Background: an optimization exercise with open tools, aiming at small area, a short achievable clock period and few clock cycles per item. Do not read the settings as production practice.
Function was checked by simulation only, so behaviour that the tests miss may differ from the original.
No activity file was given, so power comes from the tool's default toggle rates.

Design multiplier, start of the top module:
module multiplier #(
    parameter WIDTH = 32
)(
    input  logic                   clk,
    input  logic                   rst_n,
    input  logic                   start,
    input  logic [WIDTH-1:0]       a,
    input  logic [WIDTH-1:0]       b,
    output logic [2*WIDTH-1:0]     result,
    output logic                   done
);
  wire [34:0] bz = {2'b00, b, 1'b0};
  wire [15:0] bo, bt, bn;
  wire [32:0] ax = {1'b0, a};
  wire [32:0] ax2 = {a, 1'b0};
  wire [32:0] bp [0:15];
  genvar gi;
  generate
    for (gi = 0; gi < 16; gi = gi + 1) begin : g_booth
      assign bo[gi] = bz[2*gi+1] ^ bz[2*gi];
      assign bt[gi] = (bz[2*gi+2] & ~bz[2*gi+1] & ~bz[2*gi]) | (~bz[2*gi+2] & bz[2*gi+1] & bz[2*gi]);
      assign bn[gi] = bz[2*gi+2];
      assign bp[gi] = ({33{bo[gi]}} & ax | {33{bt[gi]}} & ax2) ^ {33{bn[gi]}};
    end
  endgenerate
  wire s1_s0, s1_c0;
  mul_fa s1_u0 (.x(bn[1]), .y(bp[0][2]), .z(bp[1][0]), .s(s1_s0), .c(s1_c0));
  wire s1_s1, s1_c1;
  mul_fa s1_u1 (.x(bp[0][3]), .y(bp[1][1]), .z(s1_c0), .s(s1_s1), .c(s1_c1));
  wire s1_s2, s1_c2;
  mul_fa s1_u2 (.x(bn[2]), .y(bp[0][4]), .z(bp[1][2]), .s(s1_s2), .c(s1_c2));
  ...
Size in the first run: about 0.027 sq mm of cells after synthesis.
export LEC_CHECK = 0
export ABC_AREA = 1
export CAP_MARGIN = 20
export CORE_MARGIN = 2
export CORE_UTILIZATION = 40
export SLEW_MARGIN = 20
export SYNTH_HIERARCHICAL = 1
export SYNTH_MINIMUM_KEEP_SIZE = 0
create_clock -name core_clock -period 5.0 [get_ports {clk}]
standard.sh (not shown) runs the stock make flow with config.mk's settings and CLKGATE_MAP_FILE= SYNTH_SCRIPT=/design/flow/synth_recipe.tcl, a recipe that flattens the netlist after the stock synthesis.
==> flow/flow/run.sh <==
#!/bin/bash
# The standard layout (the standard.sh, unchanged synthesis), except that
# the input and output ports are buffered with sky130_fd_sc_hd__buf_2 cells
# instead of the delay cells that buffer_ports picks by default.
set -o pipefail
export BUFFER_PORTS_ARGS="-buffer_cell sky130_fd_sc_hd__buf_2"
bash standard.sh > standard.log 2>&1
Testbench counts at the start, summed over its fixed seeds: cycles 1,280, items 1,280.
Next try:
--- a/flow/config.mk
+++ b/flow/config.mk
@@ -11,2 +11,3 @@
 export CORE_UTILIZATION = 40
+export PLACE_DENSITY = 0.75
 export SLEW_MARGIN = 20
The new run passed the timing, DRC and antenna checks.
Clock-buffer cell count increases by 1.
Cell area drops by about 0.5%.
First-iteration DRC count increases by about 30%.
Die area does not change.
Synthesized cell count is unchanged.
Maximum frequency went down by 0.78%.
Sequential share of layout area stays flat.
Setup slack gets worse by 0.038 ns.
Routed wire length fell by 5.0%.
Via count rises by 0.96%.
Next try:
==> flow/run.sh (new file) <==
#!/bin/bash
# synth_recipe.tcl (not shown) runs the flow's synth.tcl, then flattens the netlist and writes it again
# the make line also repeats each setting of config.mk as NAME=value (left out here)
make -C /OpenROAD-flow-scripts/flow DESIGN_CONFIG=/design/flow/config.mk WORK_HOME=/design/flow/orfs CLKGATE_MAP_FILE= SYNTH_SCRIPT=/design/flow/synth_recipe.tcl finish
--- a/flow/config.mk
+++ b/flow/config.mk
@@ -11,3 +11,2 @@
 export CORE_UTILIZATION = 40
-export PLACE_DENSITY = 0.75
 export SLEW_MARGIN = 20
removed: flow/flow/run.sh
removed: flow/standard.sh
Synthesized cell count stays the same. Clock power is about the same. Hold slack improved by 0.38 ns. Design area climbs by 6.3%. Sequential power stays flat. Worst setup slack is better by 0.057 ns. Core utilization climbs by 2.9 points. Fmax rose by 1.2%. Global-route usage increases by 2.3 points.
Next try:
--- a/flow/config.mk
+++ b/flow/config.mk
@@ -11,2 +11,3 @@
 export CORE_UTILIZATION = 40
+export SETUP_SLACK_MARGIN = 0.3
 export SLEW_MARGIN = 20
Outcome:
- utilization is higher by 1.7 points
- synthesized area is unchanged
- critical path depth is unchanged
- design area is higher by 3.5%
- clock power is lower by about 7%
- combinational power is higher by about 7%
- worst setup slack got worse by 0.11 ns
- total power is higher by 5.2%
Next try:
==> flow/flow/run.sh (new file) <==
#!/bin/bash
# The standard layout (the standard.sh, unchanged synthesis), except that
# the input and output ports are buffered with sky130_fd_sc_hd__buf_2 cells
# instead of the delay cells that buffer_ports picks by default, and that
# after global routing the gates off the critical paths are sized down again
# (ORFS's power recovery).
set -o pipefail
export BUFFER_PORTS_ARGS="-buffer_cell sky130_fd_sc_hd__buf_2"
export RECOVER_POWER=100
bash standard.sh > standard.log 2>&1
==> flow/standard.sh (new file) <==
#!/bin/bash
# synth_recipe.tcl (not shown) runs the flow's synth.tcl, then flattens the netlist and writes it again
# the make line also repeats each setting of config.mk as NAME=value (left out here)
make -C /OpenROAD-flow-scripts/flow DESIGN_CONFIG=/design/flow/config.mk WORK_HOME=/design/flow/orfs CLKGATE_MAP_FILE= SYNTH_SCRIPT=/design/flow/synth_recipe.tcl "${@:-finish}"
--- a/flow/config.mk
+++ b/flow/config.mk
@@ -11,3 +11,2 @@
 export CORE_UTILIZATION = 40
-export SETUP_SLACK_MARGIN = 0.3
 export SLEW_MARGIN = 20
removed: flow/run.sh
=>
- With this change the flow finished but fails on capacitance limit, slew limit
- worst hold slack degrades by 0.37 ns
- cell count goes down by 4.9%
- count of clock-buffer cells in the layout shrinks by 2
- final area came out lower by 8.9%
- setup slack gains 0.075 ns
- utilization drops by 4.5 points
- die area stays the same
- combinational power goes down by 14%
- sequential power stays flat
- critical path depth does not change

* * *

multiplier again, from the RTL that the note above started with.
clock: 5.0 ns
lec_check: 0
abc_area: 1
cap_margin: 20
core_margin: 2
core_utilization: 40
cts_buf_list: sky130_fd_sc_hd__clkbuf_4 sky130_fd_sc_hd__clkbuf_8
slew_margin: 20
synth_hierarchical: 1
synth_minimum_keep_size: 0
==> flow/flow/run.sh <==
#!/bin/bash
# The standard layout (the standard.sh, unchanged synthesis), except that
# the input and output ports are buffered with sky130_fd_sc_hd__buf_2 cells
# instead of the delay cells that buffer_ports picks by default.
set -o pipefail
export BUFFER_PORTS_ARGS="-buffer_cell sky130_fd_sc_hd__buf_2"
bash standard.sh > standard.log 2>&1
Testbench counts at the start, summed over its fixed seeds: cycles 1,280, items 1,280.
Change:
==> flow/flow/run.sh (replaced) <==
#!/bin/bash
# The standard layout (the standard.sh, unchanged synthesis), except that
# the input and output ports are buffered with sky130_fd_sc_hd__buf_1 cells
# instead of the delay cells that buffer_ports picks by default.
set -o pipefail
export BUFFER_PORTS_ARGS="-buffer_cell sky130_fd_sc_hd__buf_1"
bash standard.sh > standard.log 2>&1
--- a/flow/config.mk
+++ b/flow/config.mk
@@ -12 +11,0 @@
-export CTS_BUF_LIST = sky130_fd_sc_hd__clkbuf_4 sky130_fd_sc_hd__clkbuf_8
What happened: Cell count grows slightly; first-iteration DRC count falls by a little under a tenth; cell area rises slightly; global-route usage rose by 0.81 points; wire length increases by a few percent; flip-flop and latch count does not change.

what the ideal ports hide:
How much do the figures lean on ideal ports? The routed layouts below were timed once more, with nothing changed but the port constraints.
Step 1 (the two cells are an assumption about what drives the block):
set clk [get_ports {clk}]
set_driving_cell -lib_cell sky130_fd_sc_hd__clkbuf_16 $clk
set_driving_cell -lib_cell sky130_fd_sc_hd__buf_2 [delete_from_list [all_inputs] $clk]
Step 2 moves the port delays by t, midway between the first and last clock arrival at a register: inputs arrive t later, outputs are due t later. That takes back most of the time a late clock gives input paths.
a / b / c = ideal ports / drivers / drivers and shift; a / b = the first two.
run | t, ns | setup slack, ns | worst setup path after step 2 | clock arrival spread, ns | cell pins on the clock port's net
the first run of note 1 | 0.552 | 0.145 / 0.084 / -0.042 | input to register | 0.016 / 0.016 | 1
the second run of note 1 | 0.573 | 0.107 / 0.044 / -0.208 | input to register | 0.024 / 0.023 | 1
the third run of note 1 | 0.568 | 0.164 / 0.100 / -0.364 | input to register | 0.014 / 0.015 | 1
the fourth run of note 1 | 0.555 | 0.051 / -0.012 / -0.156 | input to register | 0.018 / 0.018 | 1
the fifth run of note 1 | 0.550 | 0.126 / 0.065 / -0.366 | input to register | 0.019 / 0.019 | 1
the first run of note 2 | 0.627 | 0.054 / -0.001 / -0.078 | input to register | 0.025 / 0.025 | 1
the second run of note 2 | 0.567 | 0.146 / 0.081 / -0.340 | input to register | 0.024 / 0.025 | 1
For the third run of note 1, which loses most, drivers alone change the setup slack by -0.064 ns; drivers and shift together by -0.528 ns.
